What follows belongs to an exercise in optimizing a design on an open flow for small area; a production flow would make more cautious choices.
Only the layout flow was run in this run; the RTL was not checked for function there.

**design/flow/design.v**
```verilog
module FIR_low_pass_filter(
	input clk,
	input rst,
	input [7:0]FIR_IN,
	output reg [16:0]FIR_OUT
);
reg [7:0] d0;
reg [7:0] d1;
reg [7:0] d2;
reg [7:0] d3;
reg [7:0] d4;
reg [7:0] d5;
reg [7:0] d6;
reg [7:0] d7;
reg [7:0] d8;
reg [8:0] r;
wire [8:0] r_next;
always @(posedge clk or negedge rst)
	if (!rst) begin
		d0 <= 8'b0;
		d1 <= 8'b0;
		d2 <= 8'b0;
		d3 <= 8'b0;
		d4 <= 8'b0;
		d5 <= 8'b0;
		d6 <= 8'b0;
		d7 <= 8'b0;
		d8 <= 8'b0;
		r <= 9'b0;
	end else begin
		d0 <= FIR_IN;
		d1 <= d0;
		d2 <= d1;
		d3 <= d2;
		d4 <= d3;
		d5 <= d4;
		d6 <= d5;
		d7 <= d6;
		d8 <= d7;
		r <= r_next;
	end
wire w1;
wire w2;
wire w4;
wire w5;
wire w7;
wire w8;
wire w10;
wire w11;
wire w13;
wire w14;
wire w16;
wire w17;
wire w19;
wire w20;
wire w22;
wire w23;
wire w25;
wire w26;
wire w28;
wire w29;
wire w31;
wire w32;
wire w34;
wire w35;
wire w37;
wire w38;
wire w40;
wire w41;
wire w43;
wire w44;
wire w46;
wire w47;
wire w49;
wire w51;
wire w53;
wire w54;
wire w56;
wire w57;
wire w59;
wire w61;
wire w63;
wire w65;
wire w67;
wire w69;
wire w71;
wire w72;
wire w74;
wire w76;
wire w78;
wire w80;
wire w82;
wire w84;
wire w86;
wire w87;
wire w89;
wire w91;
wire w93;
wire w95;
wire w97;
wire w99;
wire w101;
wire w102;
wire w104;
wire w106;
wire w108;
wire w109;
wire w111;
wire w112;
wire w114;
wire w115;
wire w117;
wire w119;
wire w121;
wire w123;
wire w125;
wire w127;
wire w129;
wire w130;
wire w132;
wire w134;
wire w136;
wire w138;
wire w140;
wire w142;
wire w144;
wire w145;
wire w147;
wire w149;
wire w151;
wire w153;
wire w155;
wire w157;
wire w159;
wire w160;
wire w162;
wire w163;
wire w165;
wire w166;
wire w168;
wire w170;
wire w172;
wire w174;
wire w176;
wire w178;
wire w180;
wire w181;
wire w183;
wire w185;
wire w187;
wire w189;
wire w191;
wire w193;
wire w195;
wire w196;
wire w198;
wire w200;
wire w202;
wire w204;
wire w206;
wire w208;
wire w210;
wire w211;
wire w213;
wire w215;
wire w217;
wire w218;
wire w220;
wire w221;
wire w223;
wire w224;
wire w226;
wire w227;
wire w229;
wire w230;
wire w232;
wire w234;
wire w236;
wire w238;
wire w240;
wire w242;
wire w244;
wire w245;
wire w247;
wire w249;
wire w251;
wire w253;
wire w255;
wire w257;
wire w259;
wire w261;
wire w263;
wire w264;
wire w266;
wire w267;
wire w269;
wire w271;
wire w273;
wire w275;
wire w277;
wire w279;
wire w281;
wire w282;
wire w284;
wire w286;
wire w288;
wire w290;
wire w292;
wire w294;
wire w296;
wire w297;
wire w299;
wire w301;
wire w303;
wire w305;
wire w307;
wire w309;
wire w311;
wire w312;
wire w314;
wire w316;
wire w318;
wire w320;
wire w322;
wire w324;
wire w326;
wire w328;
wire w330;
wire w331;
wire w333;
wire w334;
wire w336;
wire w337;
wire w339;
wire w340;
wire w342;
wire w344;
wire w346;
wire w348;
wire w350;
wire w352;
wire w354;
wire w355;
wire w357;
wire w359;
wire w361;
wire w363;
wire w365;
wire w367;
wire w369;
wire w370;
wire w372;
wire w374;
wire w376;
wire w378;
wire w380;
wire w382;
wire w384;
wire w386;
wire w388;
wire w389;
wire w391;
wire w392;
wire w394;
wire w395;
wire w397;
wire w398;
wire w400;
wire w401;
wire w403;
wire w404;
wire w406;
wire w407;
wire w409;
wire w410;
wire w412;
wire w413;
wire w415;
wire w416;
wire w418;
wire w419;
wire w421;
wire w422;
wire w424;
wire w425;
wire w427;
wire w428;
wire w430;
wire w431;
wire w433;
wire w434;
wire w436;
wire w437;
wire w439;
wire w440;
wire w442;
wire w443;
wire w445;
wire w446;
wire w448;
wire w449;
wire w451;
wire w452;
wire w454;
wire w455;
wire w457;
wire w458;
wire w460;
wire w461;
wire w463;
wire w464;
wire w466;
wire w467;
wire w469;
wire w470;
wire w472;
wire w473;
wire w475;
wire w476;
wire w478;
wire w479;
wire w481;
wire w482;
wire w484;
wire w485;
wire w487;
wire w488;
wire w490;
wire w491;
wire w493;
wire w494;
wire w496;
wire w497;
wire w499;
wire w500;
wire w502;
wire w503;
wire w505;
wire w506;
wire w508;
wire w509;
wire w511;
wire w512;
wire w514;
wire w515;
wire w517;
wire w518;
wire w520;
wire w521;
wire w523;
wire w524;
wire w526;
wire w527;
wire w529;
wire w530;
wire w532;
wire w533;
wire w535;
wire w536;
wire w538;
wire w539;
wire w541;
wire w542;
wire w544;
wire w546;
wire w548;
wire w550;
wire w552;
wire w554;
wire w556;
wire w558;
wire w560;
wire w562;
wire w564;
wire w566;
wire w568;
wire w569;
wire w571;
wire w573;
wire w575;
wire w577;
wire w579;
wire w581;
wire w583;
wire w584;
wire w586;
wire w588;
wire w590;
wire w592;
wire w594;
wire w596;
wire w598;
wire w600;
wire w602;
wire w604;
wire w606;
wire w608;
wire w610;
fir_ha u3 (.a(d0[0]), .b(d8[0]), .y(w1), .z(w2));
fir_fa u6 (.a(d0[1]), .b(d8[1]), .c(w2), .y(w4), .z(w5));
fir_fa u9 (.a(d0[2]), .b(d8[2]), .c(w5), .y(w7), .z(w8));
fir_fa u12 (.a(d0[3]), .b(d8[3]), .c(w8), .y(w10), .z(w11));
fir_fa u15 (.a(d0[4]), .b(d8[4]), .c(w11), .y(w13), .z(w14));
fir_fa u18 (.a(d0[5]), .b(d8[5]), .c(w14), .y(w16), .z(w17));
fir_fa u21 (.a(d0[6]), .b(d8[6]), .c(w17), .y(w19), .z(w20));
fir_fa u24 (.a(d0[7]), .b(d8[7]), .c(w20), .y(w22), .z(w23));
fir_ha u27 (.a(d2[0]), .b(d8[0]), .y(w25), .z(w26));
fir_fa u30 (.a(d2[1]), .b(d8[1]), .c(w26), .y(w28), .z(w29));
fir_fa u33 (.a(d2[2]), .b(d8[2]), .c(w29), .y(w31), .z(w32));
fir_fa u36 (.a(d2[3]), .b(d8[3]), .c(w32), .y(w34), .z(w35));
fir_fa u39 (.a(d2[4]), .b(d8[4]), .c(w35), .y(w37), .z(w38));
fir_fa u42 (.a(d2[5]), .b(d8[5]), .c(w38), .y(w40), .z(w41));
fir_fa u45 (.a(d2[6]), .b(d8[6]), .c(w41), .y(w43), .z(w44));
fir_ha u48 (.a(d2[7]), .b(d8[7]), .y(w46), .z(w47));
fir_xr u50 (.a(w46), .b(w44), .y(w49));
fir_ao u52 (.a(w46), .b(w44), .c(w47), .y(w51));
fir_ha u55 (.a(d3[0]), .b(d7[0]), .y(w53), .z(w54));
fir_ha u58 (.a(d3[1]), .b(d7[1]), .y(w56), .z(w57));
fir_xr u60 (.a(w56), .b(w54), .y(w59));
fir_aoi u62 (.a(w56), .b(w54), .c(w57), .y(w61));
fir_xn u64 (.a(d3[2]), .b(d7[2]), .y(w63));
fir_xr u66 (.a(w63), .b(w61), .y(w65));
fir_nd u68 (.a(d3[2]), .b(d7[2]), .y(w67));
fir_oai u70 (.a(w63), .b(w61), .c(w67), .y(w69));
fir_ha u73 (.a(d3[3]), .b(d7[3]), .y(w71), .z(w72));
fir_xr u75 (.a(w71), .b(w69), .y(w74));
fir_aoi u77 (.a(w71), .b(w69), .c(w72), .y(w76));
fir_xn u79 (.a(d3[4]), .b(d7[4]), .y(w78));
fir_xr u81 (.a(w78), .b(w76), .y(w80));
fir_nd u83 (.a(d3[4]), .b(d7[4]), .y(w82));
fir_oai u85 (.a(w78), .b(w76), .c(w82), .y(w84));
fir_ha u88 (.a(d3[5]), .b(d7[5]), .y(w86), .z(w87));
fir_xr u90 (.a(w86), .b(w84), .y(w89));
fir_aoi u92 (.a(w86), .b(w84), .c(w87), .y(w91));
fir_xn u94 (.a(d3[6]), .b(d7[6]), .y(w93));
fir_xr u96 (.a(w93), .b(w91), .y(w95));
fir_nd u98 (.a(d3[6]), .b(d7[6]), .y(w97));
fir_oai u100 (.a(w93), .b(w91), .c(w97), .y(w99));
fir_ha u103 (.a(d3[7]), .b(d7[7]), .y(w101), .z(w102));
fir_xr u105 (.a(w101), .b(w99), .y(w104));
fir_ao u107 (.a(w101), .b(w99), .c(w102), .y(w106));
fir_ha u110 (.a(d4[0]), .b(d6[0]), .y(w108), .z(w109));
fir_fa u113 (.a(d4[1]), .b(d6[1]), .c(w109), .y(w111), .z(w112));
fir_ha u116 (.a(d4[2]), .b(d6[2]), .y(w114), .z(w115));
fir_xr u118 (.a(w114), .b(w112), .y(w117));
fir_aoi u120 (.a(w114), .b(w112), .c(w115), .y(w119));
fir_xn u122 (.a(d4[3]), .b(d6[3]), .y(w121));
fir_xr u124 (.a(w121), .b(w119), .y(w123));
fir_nd u126 (.a(d4[3]), .b(d6[3]), .y(w125));
fir_oai u128 (.a(w121), .b(w119), .c(w125), .y(w127));
fir_ha u131 (.a(d4[4]), .b(d6[4]), .y(w129), .z(w130));
fir_xr u133 (.a(w129), .b(w127), .y(w132));
fir_aoi u135 (.a(w129), .b(w127), .c(w130), .y(w134));
fir_xn u137 (.a(d4[5]), .b(d6[5]), .y(w136));
fir_xr u139 (.a(w136), .b(w134), .y(w138));
fir_nd u141 (.a(d4[5]), .b(d6[5]), .y(w140));
fir_oai u143 (.a(w136), .b(w134), .c(w140), .y(w142));
fir_ha u146 (.a(d4[6]), .b(d6[6]), .y(w144), .z(w145));
fir_xr u148 (.a(w144), .b(w142), .y(w147));
fir_aoi u150 (.a(w144), .b(w142), .c(w145), .y(w149));
fir_xn u152 (.a(d4[7]), .b(d6[7]), .y(w151));
fir_xr u154 (.a(w151), .b(w149), .y(w153));
fir_nd u156 (.a(d4[7]), .b(d6[7]), .y(w155));
fir_oai u158 (.a(w151), .b(w149), .c(w155), .y(w157));
fir_ha u161 (.a(r[0]), .b(w108), .y(w159), .z(w160));
fir_fa u164 (.a(r[1]), .b(w160), .c(w111), .y(w162), .z(w163));
fir_ha u167 (.a(r[2]), .b(w117), .y(w165), .z(w166));
fir_xr u169 (.a(w165), .b(w163), .y(w168));
fir_aoi u171 (.a(w165), .b(w163), .c(w166), .y(w170));
fir_xn u173 (.a(r[3]), .b(w123), .y(w172));
fir_xr u175 (.a(w172), .b(w170), .y(w174));
fir_nd u177 (.a(r[3]), .b(w123), .y(w176));
fir_oai u179 (.a(w172), .b(w170), .c(w176), .y(w178));
fir_ha u182 (.a(r[4]), .b(w132), .y(w180), .z(w181));
fir_xr u184 (.a(w180), .b(w178), .y(w183));
fir_aoi u186 (.a(w180), .b(w178), .c(w181), .y(w185));
fir_xn u188 (.a(r[5]), .b(w138), .y(w187));
fir_xr u190 (.a(w187), .b(w185), .y(w189));
fir_nd u192 (.a(r[5]), .b(w138), .y(w191));
fir_oai u194 (.a(w187), .b(w185), .c(w191), .y(w193));
fir_ha u197 (.a(r[6]), .b(w147), .y(w195), .z(w196));
fir_xr u199 (.a(w195), .b(w193), .y(w198));
fir_aoi u201 (.a(w195), .b(w193), .c(w196), .y(w200));
fir_xn u203 (.a(r[7]), .b(w153), .y(w202));
fir_xr u205 (.a(w202), .b(w200), .y(w204));
fir_nd u207 (.a(r[7]), .b(w153), .y(w206));
fir_oai u209 (.a(w202), .b(w200), .c(w206), .y(w208));
fir_ha u212 (.a(r[8]), .b(w157), .y(w210), .z(w211));
fir_xr u214 (.a(w210), .b(w208), .y(w213));
fir_ao u216 (.a(w210), .b(w208), .c(w211), .y(w215));
fir_ha u219 (.a(d5[0]), .b(w53), .y(w217), .z(w218));
fir_fa u222 (.a(d5[1]), .b(w59), .c(w218), .y(w220), .z(w221));
fir_fa u225 (.a(d5[2]), .b(w65), .c(w221), .y(w223), .z(w224));
fir_fa u228 (.a(d5[3]), .b(w74), .c(w224), .y(w226), .z(w227));
fir_ha u231 (.a(d5[4]), .b(w80), .y(w229), .z(w230));
fir_xr u233 (.a(w229), .b(w227), .y(w232));
fir_aoi u235 (.a(w229), .b(w227), .c(w230), .y(w234));
fir_xn u237 (.a(w89), .b(d5[5]), .y(w236));
fir_xr u239 (.a(w236), .b(w234), .y(w238));
fir_nd u241 (.a(w89), .b(d5[5]), .y(w240));
fir_oai u243 (.a(w236), .b(w234), .c(w240), .y(w242));
fir_ha u246 (.a(d5[6]), .b(w95), .y(w244), .z(w245));
fir_xr u248 (.a(w244), .b(w242), .y(w247));
fir_aoi u250 (.a(w244), .b(w242), .c(w245), .y(w249));
fir_xn u252 (.a(w104), .b(d5[7]), .y(w251));
fir_xr u254 (.a(w251), .b(w249), .y(w253));
fir_nd u256 (.a(w104), .b(d5[7]), .y(w255));
fir_oai u258 (.a(w251), .b(w249), .c(w255), .y(w257));
fir_xr u260 (.a(w106), .b(w257), .y(w259));
fir_an u262 (.a(w106), .b(w257), .y(w261));
fir_ha u265 (.a(w25), .b(w159), .y(w263), .z(w264));
fir_ha u268 (.a(w28), .b(w162), .y(w266), .z(w267));
fir_xr u270 (.a(w266), .b(w264), .y(w269));
fir_aoi u272 (.a(w266), .b(w264), .c(w267), .y(w271));
fir_xn u274 (.a(w168), .b(w31), .y(w273));
fir_xr u276 (.a(w273), .b(w271), .y(w275));
fir_nd u278 (.a(w168), .b(w31), .y(w277));
fir_oai u280 (.a(w273), .b(w271), .c(w277), .y(w279));
fir_ha u283 (.a(w34), .b(w174), .y(w281), .z(w282));
fir_xr u285 (.a(w281), .b(w279), .y(w284));
fir_aoi u287 (.a(w281), .b(w279), .c(w282), .y(w286));
fir_xn u289 (.a(w183), .b(w37), .y(w288));
fir_xr u291 (.a(w288), .b(w286), .y(w290));
fir_nd u293 (.a(w183), .b(w37), .y(w292));
fir_oai u295 (.a(w288), .b(w286), .c(w292), .y(w294));
fir_ha u298 (.a(w189), .b(w40), .y(w296), .z(w297));
fir_xr u300 (.a(w296), .b(w294), .y(w299));
fir_aoi u302 (.a(w296), .b(w294), .c(w297), .y(w301));
fir_xn u304 (.a(w198), .b(w43), .y(w303));
fir_xr u306 (.a(w303), .b(w301), .y(w305));
fir_nd u308 (.a(w198), .b(w43), .y(w307));
fir_oai u310 (.a(w303), .b(w301), .c(w307), .y(w309));
fir_ha u313 (.a(w204), .b(w49), .y(w311), .z(w312));
fir_xr u315 (.a(w311), .b(w309), .y(w314));
fir_aoi u317 (.a(w311), .b(w309), .c(w312), .y(w316));
fir_xn u319 (.a(w213), .b(w51), .y(w318));
fir_xr u321 (.a(w318), .b(w316), .y(w320));
fir_nd u323 (.a(w213), .b(w51), .y(w322));
fir_oai u325 (.a(w318), .b(w316), .c(w322), .y(w324));
fir_xr u327 (.a(w215), .b(w324), .y(w326));
fir_an u329 (.a(w215), .b(w324), .y(w328));
fir_ha u332 (.a(w217), .b(w220), .y(w330), .z(w331));
fir_fa u335 (.a(w220), .b(w331), .c(w223), .y(w333), .z(w334));
fir_fa u338 (.a(w223), .b(w226), .c(w334), .y(w336), .z(w337));
fir_ha u341 (.a(w226), .b(w232), .y(w339), .z(w340));
fir_xr u343 (.a(w339), .b(w337), .y(w342));
fir_aoi u345 (.a(w339), .b(w337), .c(w340), .y(w344));
fir_xn u347 (.a(w238), .b(w232), .y(w346));
fir_xr u349 (.a(w346), .b(w344), .y(w348));
fir_nd u351 (.a(w238), .b(w232), .y(w350));
fir_oai u353 (.a(w346), .b(w344), .c(w350), .y(w352));
fir_ha u356 (.a(w238), .b(w247), .y(w354), .z(w355));
fir_xr u358 (.a(w354), .b(w352), .y(w357));
fir_aoi u360 (.a(w354), .b(w352), .c(w355), .y(w359));
fir_xn u362 (.a(w253), .b(w247), .y(w361));
fir_xr u364 (.a(w361), .b(w359), .y(w363));
fir_nd u366 (.a(w253), .b(w247), .y(w365));
fir_oai u368 (.a(w361), .b(w359), .c(w365), .y(w367));
fir_ha u371 (.a(w253), .b(w259), .y(w369), .z(w370));
fir_xr u373 (.a(w369), .b(w367), .y(w372));
fir_aoi u375 (.a(w369), .b(w367), .c(w370), .y(w374));
fir_xn u377 (.a(w261), .b(w259), .y(w376));
fir_xr u379 (.a(w376), .b(w374), .y(w378));
fir_nd u381 (.a(w261), .b(w259), .y(w380));
fir_oai u383 (.a(w376), .b(w374), .c(w380), .y(w382));
fir_xr u385 (.a(w261), .b(w382), .y(w384));
fir_an u387 (.a(w261), .b(w382), .y(w386));
fir_ha u390 (.a(w217), .b(w263), .y(w388), .z(w389));
fir_fa u393 (.a(w159), .b(w389), .c(w330), .y(w391), .z(w392));
fir_ha u396 (.a(w269), .b(w391), .y(w394), .z(w395));
fir_fa u399 (.a(w263), .b(w162), .c(w392), .y(w397), .z(w398));
fir_fa u402 (.a(w333), .b(w275), .c(w395), .y(w400), .z(w401));
fir_ha u405 (.a(w397), .b(w400), .y(w403), .z(w404));
fir_fa u408 (.a(w168), .b(w269), .c(w284), .y(w406), .z(w407));
fir_fa u411 (.a(w398), .b(w336), .c(w401), .y(w409), .z(w410));
fir_fa u414 (.a(w406), .b(w404), .c(w409), .y(w412), .z(w413));
fir_fa u417 (.a(w217), .b(w174), .c(w275), .y(w415), .z(w416));
fir_fa u420 (.a(w290), .b(w415), .c(w342), .y(w418), .z(w419));
fir_fa u423 (.a(w407), .b(w410), .c(w418), .y(w421), .z(w422));
fir_ha u426 (.a(w413), .b(w421), .y(w424), .z(w425));
fir_fa u429 (.a(w330), .b(w183), .c(w284), .y(w427), .z(w428));
fir_fa u432 (.a(w416), .b(w427), .c(w348), .y(w430), .z(w431));
fir_fa u435 (.a(w299), .b(w419), .c(w430), .y(w433), .z(w434));
fir_fa u438 (.a(w422), .b(w433), .c(w425), .y(w436), .z(w437));
fir_fa u441 (.a(w333), .b(w189), .c(w290), .y(w439), .z(w440));
fir_fa u444 (.a(w428), .b(w439), .c(w357), .y(w442), .z(w443));
fir_fa u447 (.a(w431), .b(w305), .c(w442), .y(w445), .z(w446));
fir_fa u450 (.a(d5[0]), .b(w108), .c(w198), .y(w448), .z(w449));
fir_fa u453 (.a(w336), .b(w448), .c(w440), .y(w451), .z(w452));
fir_fa u456 (.a(w299), .b(w363), .c(w451), .y(w454), .z(w455));
fir_fa u459 (.a(w443), .b(w314), .c(w454), .y(w457), .z(w458));
fir_fa u462 (.a(d5[1]), .b(w111), .c(w204), .y(w460), .z(w461));
fir_fa u465 (.a(w342), .b(w449), .c(w460), .y(w463), .z(w464));
fir_fa u468 (.a(w305), .b(w452), .c(w463), .y(w466), .z(w467));
fir_fa u471 (.a(w372), .b(w320), .c(w455), .y(w469), .z(w470));
fir_fa u474 (.a(w466), .b(w458), .c(w469), .y(w472), .z(w473));
fir_fa u477 (.a(d5[2]), .b(w117), .c(w213), .y(w475), .z(w476));
fir_fa u480 (.a(w348), .b(w461), .c(w475), .y(w478), .z(w479));
fir_fa u483 (.a(w464), .b(w314), .c(w378), .y(w481), .z(w482));
fir_fa u486 (.a(w478), .b(w467), .c(w326), .y(w484), .z(w485));
fir_fa u489 (.a(w470), .b(w481), .c(w484), .y(w487), .z(w488));
fir_fa u492 (.a(d5[3]), .b(w123), .c(w215), .y(w490), .z(w491));
fir_fa u495 (.a(w357), .b(w476), .c(w490), .y(w493), .z(w494));
fir_fa u498 (.a(w479), .b(w320), .c(w493), .y(w496), .z(w497));
fir_fa u501 (.a(w328), .b(w384), .c(w482), .y(w499), .z(w500));
fir_fa u504 (.a(w496), .b(w485), .c(w499), .y(w502), .z(w503));
fir_fa u507 (.a(d5[4]), .b(w132), .c(w491), .y(w505), .z(w506));
fir_fa u510 (.a(w363), .b(w494), .c(w505), .y(w508), .z(w509));
fir_fa u513 (.a(w386), .b(w326), .c(w497), .y(w511), .z(w512));
fir_fa u516 (.a(w508), .b(w500), .c(w511), .y(w514), .z(w515));
fir_fa u519 (.a(d5[5]), .b(w138), .c(w372), .y(w517), .z(w518));
fir_fa u522 (.a(w506), .b(w328), .c(w517), .y(w520), .z(w521));
fir_fa u525 (.a(w509), .b(w520), .c(w512), .y(w523), .z(w524));
fir_fa u528 (.a(d5[6]), .b(w147), .c(w378), .y(w526), .z(w527));
fir_fa u531 (.a(w518), .b(w526), .c(w521), .y(w529), .z(w530));
fir_fa u534 (.a(d5[7]), .b(w153), .c(w384), .y(w532), .z(w533));
fir_fa u537 (.a(w527), .b(w532), .c(w530), .y(w535), .z(w536));
fir_fa u540 (.a(w157), .b(w386), .c(w533), .y(w538), .z(w539));
fir_ha u543 (.a(w434), .b(w445), .y(w541), .z(w542));
fir_xr u545 (.a(w541), .b(w437), .y(w544));
fir_aoi u547 (.a(w541), .b(w437), .c(w542), .y(w546));
fir_xn u549 (.a(w446), .b(w457), .y(w548));
fir_xr u551 (.a(w548), .b(w546), .y(w550));
fir_nd u553 (.a(w446), .b(w457), .y(w552));
fir_oai u555 (.a(w548), .b(w546), .c(w552), .y(w554));
fir_xr u557 (.a(w472), .b(w554), .y(w556));
fir_nd u559 (.a(w472), .b(w554), .y(w558));
fir_xn u561 (.a(w473), .b(w487), .y(w560));
fir_xr u563 (.a(w560), .b(w558), .y(w562));
fir_nd u565 (.a(w473), .b(w487), .y(w564));
fir_oai u567 (.a(w560), .b(w558), .c(w564), .y(w566));
fir_ha u570 (.a(w488), .b(w502), .y(w568), .z(w569));
fir_xr u572 (.a(w568), .b(w566), .y(w571));
fir_aoi u574 (.a(w568), .b(w566), .c(w569), .y(w573));
fir_xn u576 (.a(w503), .b(w514), .y(w575));
fir_xr u578 (.a(w575), .b(w573), .y(w577));
fir_nd u580 (.a(w503), .b(w514), .y(w579));
fir_oai u582 (.a(w575), .b(w573), .c(w579), .y(w581));
fir_ha u585 (.a(w515), .b(w523), .y(w583), .z(w584));
fir_xr u587 (.a(w583), .b(w581), .y(w586));
fir_aoi u589 (.a(w583), .b(w581), .c(w584), .y(w588));
fir_xn u591 (.a(w524), .b(w529), .y(w590));
fir_xr u593 (.a(w590), .b(w588), .y(w592));
fir_nd u595 (.a(w524), .b(w529), .y(w594));
fir_oai u597 (.a(w590), .b(w588), .c(w594), .y(w596));
fir_xr u599 (.a(w535), .b(w596), .y(w598));
fir_nd u601 (.a(w535), .b(w596), .y(w600));
fir_xn u603 (.a(w536), .b(w538), .y(w602));
fir_xr u605 (.a(w602), .b(w600), .y(w604));
fir_nd u607 (.a(w536), .b(w538), .y(w606));
fir_oai u609 (.a(w602), .b(w600), .c(w606), .y(w608));
fir_xr u611 (.a(w539), .b(w608), .y(w610));
assign r_next = {w23, w22, w19, w16, w13, w10, w7, w4, w1};
wire [16:0] y = {w610, w604, w598, w592, w586, w577, w571, w562, w556, w550, w544, w436, w424, w412, w403, w394, w388};
always @(posedge clk or negedge rst)
	if (!rst)
		FIR_OUT <= 17'b0;
	else
		FIR_OUT <= y;
endmodule
module fir_an(input a, input b, output y);
	assign y = a & b;
endmodule
module fir_ao(input a, input b, input c, output y);
	assign y = (a & b) | c;
endmodule
module fir_aoi(input a, input b, input c, output y);
	assign y = ~((a & b) | c);
endmodule
module fir_fa(input a, input b, input c, output y, output z);
	assign y = a ^ b ^ c;
	assign z = (a & b) | (a & c) | (b & c);
endmodule
module fir_ha(input a, input b, output y, output z);
	assign y = a ^ b;
	assign z = a & b;
endmodule
module fir_nd(input a, input b, output y);
	assign y = ~(a & b);
endmodule
module fir_oai(input a, input b, input c, output y);
	assign y = ~((a | b) & c);
endmodule
module fir_xn(input a, input b, output y);
	assign y = ~(a ^ b);
endmodule
module fir_xr(input a, input b, output y);
	assign y = a ^ b;
endmodule
```
**design/flow/flow/run.sh**
```bash
#!/bin/bash
# Own layout flow: the standard flow (standard.sh) with synthesis unchanged and
# two layout settings changed: the ports are buffered with sky130_fd_sc_hd__buf_1
# instead of the default buffer, and CTS inserts no dummy loads (clock buffers
# clkbuf_8 as in config.mk). After floorplan, flow/downsize.tcl sets the a21oi_2
# cells that synthesis chose back to a21oi_1.
# Each step's full output goes to its own log file here.
set -euo pipefail
HERE=$(pwd)
bash standard.sh synth > synth.log 2>&1
bash standard.sh \
  BUFFER_PORTS_ARGS="-buffer_cell sky130_fd_sc_hd__buf_1" \
  CTS_ARGS="-sink_clustering_enable -repair_clock_nets -dont_use_dummy_load -buf_list sky130_fd_sc_hd__clkbuf_8" \
  POST_FLOORPLAN_TCL="$HERE/flow/downsize.tcl" \
  finish > layout.log 2>&1
```
**design/flow/flow/downsize.tcl**
```tcl
# Runs after floorplan, before placement: synthesis maps each one-gate a21oi
# module on its own and picks sky130_fd_sc_hd__a21oi_2; put those back to
# a21oi_1 (same function). Later repair steps upsize any that timing needs.
set n 0
set small [lindex [get_lib_cells */sky130_fd_sc_hd__a21oi_1] 0]
foreach inst [get_cells *] {
  if { [get_property $inst ref_name] == "sky130_fd_sc_hd__a21oi_2" } {
    replace_cell $inst $small
    incr n
  }
}
puts "downsize.tcl: $n a21oi_2 cells set to a21oi_1"
```
**design/flow/standard.sh**
```bash
#!/bin/bash
# synth_recipe.tcl (not shown) runs the flow's synth.tcl, then flattens the netlist and writes it again
# the make line also repeats each setting of config.mk as NAME=value (left out here)
make -C /OpenROAD-flow-scripts/flow DESIGN_CONFIG=/design/flow/config.mk WORK_HOME=/design/flow/orfs CLKGATE_MAP_FILE= SYNTH_SCRIPT=/design/flow/synth_recipe.tcl "${@:-finish}"
```
**design/flow/config.mk**
```make
export PLATFORM = sky130hd
export DESIGN_NAME = FIR_low_pass_filter
export DESIGN_NICKNAME = FIR_low_pass_filter
export VERILOG_FILES = /design/flow/design.v
export SDC_FILE = /design/flow/constraint.sdc
export NUM_CORES = 4
export LEC_CHECK = 0
export CAP_MARGIN = 20
export CORE_MARGIN = 2
export CORE_UTILIZATION = 40
export CTS_BUF_LIST = sky130_fd_sc_hd__clkbuf_8
export SETUP_SLACK_MARGIN = -0.25
export SLEW_MARGIN = 20
export SYNTH_HIERARCHICAL = 1
export SYNTH_MINIMUM_KEEP_SIZE = 0
```
**design/flow/constraint.sdc**
```tcl
create_clock -name core_clock -period 7.0 [get_ports {clk}]
set_input_delay 1.4000 -clock core_clock [delete_from_list [all_inputs] [get_ports {clk}]]
set_output_delay 1.4000 -clock core_clock [all_outputs]
set_load 0.01 [all_outputs]
```
==> run summary <==
Across the run, the number of max-cap violations was 0. In this run the tool buffered the top-level ports with 26 buffer cells. Cells fill 43.8% of the core in the end. The run gives 0 as the number of antenna violations at the first check in global routing. In this run the worst path has a maximum fanout of 2. The largest buffer count on any clock path is 2. In this run, the number of DRC markers left after iteration 0 of detailed routing was 87. The run gives 7.29 ns as the required time of the critical path. For the met2 routing resource usage after global routing, the log shows 21.6%. The detail route stage leaves a number of antenna-violating nets equal to 0. During synthesis, Yosys emitted a total of 7 warnings. The worst path needs 6.91 ns of the cycle, external delays included. The first global-routing pass estimated 14800 um of wire.

The number of endpoints failing setup at the final stage is 0. Clock tree synthesis selected as its root buffer the cell sky130_fd_sc_hd__clkbuf_8. Global routing usage on met3: 3.28%. The layout cell share with drive strength beyond 1 came out at 4.37%. The die boundary height was 120 um; the met1 usage was 19.4%. At the pin with the least slew margin, the transition time is 0.830 ns.

The maximum frequency from static timing analysis was 0.145 GHz; the number of synthesized flops with an enable pin was 0. For this design, the slowest cell found on the critical path is sky130_fd_sc_hd__fa_1. The placed wire-length estimate after detailed placement is 6940 um. The number of vias per cell after detailed routing came out at 4.58. The layer flagged by global routing as most heavily used is met2. The clock-pin slew reported for the worst setup and hold paths after clock tree synthesis came out at 0.10 ns.

Along the worst hold path, the cell count comes to 0. The startpoint identified for the worst hold timing path is d1[6]. The maximum number of pins on one net before global-route repair was 68. The run gives 0 as the number of pins exceeding their max-slew limit in the final report. In this run the biggest area consumer among cell types represents 45.9% of the synthesized area. The worst setup path is launched from a flop. Yosys attributes the largest share of cell area to sky130_fd_sc_hd__dfrtp_1 46%, sky130_fd_sc_hd__fa_1 25%, sky130_fd_sc_hd__xor2_1 8.7%. The clock tree synthesis step divided the H-tree into 3 levels. The total number of vias was 2587; the count of endpoints failing hold in the final timing report was 0. The effective utilization at floorplan was 40.7%; the count of placed standard cells in the final layout, fillers left out was 565.

The signal on the critical path passes through ha_1 > fa_1 > fa_1 > fa_1 > fa_1 > fa_1 > fa_1 > xor2_1 > ha_1 > a21oi_1 > o21ai_1 > xor2_1 > fa_1 > fa_1 > xnor2_1 > o21ai_1 > a21oi_1 > o21ai_1 > a21oi_1 > o21ai_1 > nand2_1 > o21ai_1 > xor2_1. The netlist uses 10 different library cells. The area occupied by multi-input gates was 2840 um^2; the number of diodes added for antenna fixing was 0. The average instance in the mapped netlist occupies 15.2 um^2. Counting cells, the worst reg-to-reg path comes to 23. In this run the count of I/O pins placed on the die edge is 27. In this run the horizontal extent of the chip is 120 um. The count of buffering cells on the critical path with inverters included works out to 0. Among all cell types in the netlist, the one instantiated most often is sky130_fd_sc_hd__dfrtp_1. For the via count of the first global-routing pass, the log shows 2966. The average routed wire per standard cell is 15.2 um, and the area of the mapped netlist is 5340 um^2.

Counting flops with an async set or reset pin after synthesis yields a share of 100%. The worst endpoint data arrival time is 7.20 ns. The commonest cells after synthesis are 98 x sky130_fd_sc_hd__dfrtp_1, 67 x sky130_fd_sc_hd__fa_1, 53 x sky130_fd_sc_hd__xor2_1. The placed instance count was 556; the all-layer global routing usage was 13.8%. The flow ran to the end and the layout has no timing, DRC or antenna violations. Final layout net count: 504. For the placement row count, the log shows 42. The primary flip-flop cell chosen by synthesis mapping was sky130_fd_sc_hd__dfrtp_1. Synthesized instance count: 352. The worst register-to-register path begins at d2[0]. In this run the number of cells on the critical path is 23. Path class of the lowest-slack min-delay path: reg -> reg.

The area growth from synthesis to layout is 7.70%. After synthesis, flip-flops and latches occupy 45.9% of the total area. For this run, the slowest stage of the critical path takes 0.49 ns. For hold timing, the worst endpoint is d2[6]. Counting the fill cells in the layout gives 1200. In this run, CTS created clock tree buffers numbering 9. For the total overflow reported by the global router, the log shows 0. Across the routed clock network, the largest skew measured is 0.0299 ns. The first TritonRoute pass finished after 4 iterations. The sequential cell area in the final layout came out at 2450 um^2. The overall die area is 14300 um^2. The later pin in the worst-skew pair is clocked with a latency of 0.37 ns.

For this run, design rule violations remaining after detail routing come to 0. The cell type contributing the most total cell area after synthesis is sky130_fd_sc_hd__dfrtp_1. CTS saw 98 sinks.

The worst pin sits at a relative slew slack of 44.7%. Kind of critical path: reg -> reg. The most numerous cell on the critical path was sky130_fd_sc_hd__fa_1.

TritonCTS built the clock tree. The worst setup path is captured at a flop. Among cell families on the critical path, the largest total delay comes from adder cells. The number of nets produced by synthesis is 465, and the routability congestion estimate is 0.797. The worst reg2reg path endpoint is FIR_OUT[16].

The total wirelength of the detailed-routed design came out at 8610 um. The number of synthesized register bits is 98. The worst reg-to-reg setup slack is 0.09 ns, and the final critical-path share of the clock period is 98.7%. The area of the core was 13100 um^2.
-- per-module statistics from Yosys, one instance, submodules excluded, a selection --
module,copies in the design,cell area (um^2)
fir_an,3,6.26
fir_aoi,21,8.76
fir_ha,36,12.5
fir_ao,3,7.51
fir_xn,23,8.76
fir_xr,53,8.76
-- flip-flops by register name, indices dropped and copies added, names as in the netlist --
signal,count
d4,8
d3,8
d1,8
d5,8
r,9
FIR_OUT,17
d8,8
d0,8
d7,8
d2,8
d6,8
-- how the worst max path moves through the flow --
stage               start           to  slack (ns)
floorplan           d2[0]  FIR_OUT[16]        0.79
global placement    d4[0]  FIR_OUT[16]      -0.005
detailed placement  d4[0]  FIR_OUT[16]       -0.05
CTS                 d4[0]  FIR_OUT[16]       -0.08
global route        d4[0]  FIR_OUT[16]       -0.24
finish              d2[0]  FIR_OUT[16]        0.09
-- cell usage in the layout, fill, tap and decap left out --
| master | n |
|---|---|
| sky130_fd_sc_hd__a21oi_2 | 2 |
| sky130_fd_sc_hd__xor2_1 | 50 |
| sky130_fd_sc_hd__buf_1 | 25 |
| sky130_fd_sc_hd__a21o_1 | 3 |
| sky130_fd_sc_hd__clkbuf_4 | 1 |
| sky130_fd_sc_hd__ha_1 | 36 |
| sky130_fd_sc_hd__clkbuf_8 | 9 |
| sky130_fd_sc_hd__fa_1 | 67 |
| sky130_fd_sc_hd__xnor2_1 | 23 |
| sky130_fd_sc_hd__dfrtp_1 | 98 |
| sky130_fd_sc_hd__buf_4 | 2 |
| sky130_fd_sc_hd__o21ai_1 | 23 |
| sky130_fd_sc_hd__a21oi_1 | 19 |
| sky130_fd_sc_hd__and2_1 | 3 |
| sky130_fd_sc_hd__nand2_1 | 25 |
| sky130_fd_sc_hd__xor2_2 | 3 |
-- layer usage --
| layer | part of all wire (%) | up-vias | wire [um] |
|---|---|---|---|
| li1 | - | 1219 | - |
| met1 | 49 | 1328 | 4190 |
| met2 | 47 | 30 | 4070 |
| met3 | 2.7 | 10 | 233 |
| met4 | 1.3 | 0 | 114 |
| met5 | 0 | - | 0 |
-- worst reg2reg max path: stages (launching register included) --
cell and delay [ns]:
sky130_fd_sc_hd__dfrtp_1 0.42, sky130_fd_sc_hd__ha_1 0.22, sky130_fd_sc_hd__fa_1 0.42, sky130_fd_sc_hd__fa_1 0.42
sky130_fd_sc_hd__fa_1 0.41, sky130_fd_sc_hd__fa_1 0.39, sky130_fd_sc_hd__fa_1 0.41, sky130_fd_sc_hd__fa_1 0.42
sky130_fd_sc_hd__xor2_1 0.27, sky130_fd_sc_hd__ha_1 0.30, sky130_fd_sc_hd__a21oi_1 0.23, sky130_fd_sc_hd__o21ai_1 0.14
sky130_fd_sc_hd__xor2_1 0.33, sky130_fd_sc_hd__fa_1 0.49, sky130_fd_sc_hd__fa_1 0.47, sky130_fd_sc_hd__xnor2_1 0.17
sky130_fd_sc_hd__o21ai_1 0.20, sky130_fd_sc_hd__a21oi_1 0.13, sky130_fd_sc_hd__o21ai_1 0.21, sky130_fd_sc_hd__a21oi_1 0.12
sky130_fd_sc_hd__o21ai_1 0.21, sky130_fd_sc_hd__nand2_1 0.12, sky130_fd_sc_hd__o21ai_1 0.17, sky130_fd_sc_hd__xor2_1 0.16
-- final cells by class --
cell class	count	share of cell area, %
repair buffers	28	2.02
flip-flops and latches	98	42.6
well taps	176	3.83
clock buffers	9	2.15
multi-input cells	254	49.4
-- metrics by stage --
stage                     setup WS, ns  hold WS (ns)  instance area [um^2]   TNS, ns
final                           0.0945         0.330                  5760         0
after global routing            -0.245         0.331                  5760    -0.356
after CTS                      -0.0813         0.336                  5730   -0.0813
after detailed placement       -0.0460         0.337                  5600   -0.0460
after global placement        -0.00485         0.332                  5600  -0.00485
after floorplan                  0.794         0.331                  5340         0
-- kinds of logic (layout without fill, tap and decap cells) --
kind of cell / Yosys count / after routing / share of synthesized area (%)
fa+ha+maj: 103 / 103 / 33.5
flops: 98 / 98 / 45.9
compound gates: 47 / 47 / 6.02
xor+xnor: 76 / 76 / 12.5
buf+inv: 0 / 37 / 0
simple gates: 28 / 28 / 2.11
-- repair_timing --
action | CTS | global route
setup endpoints to repair | 0 | 2
setup buffers | 0 | 0
resized for setup | 0 | 5
hold buffers | 0 | 0

==> port drivers added, routing unchanged <==
How much do the figures lean on ideal ports? The routed layout below was timed once more, with nothing changed but the port constraints. Step 1, drivers: a clkbuf_16 drives clk and a buf_2 each remaining input, both assumed. Step 2 moves the port delays by t, midway between the first and last clock arrival at a register: inputs arrive t later, outputs are due t later. That takes back most of the time a late clock gives input paths. a / b / c = ideal ports / drivers / drivers and shift; a / b = the first two.
t (ns): 0.393
setup WS [ns]: 0.094 / 0.094 / 0.094
worst setup path after step 2: register to register
worst slew at a driven data input, ns: 0.04
pins driven straight from the clock port: 1
After both steps setup and hold are still met in this run. For this run, drivers alone change the setup slack by 0.000 ns; drivers and shift together by 0.000 ns.
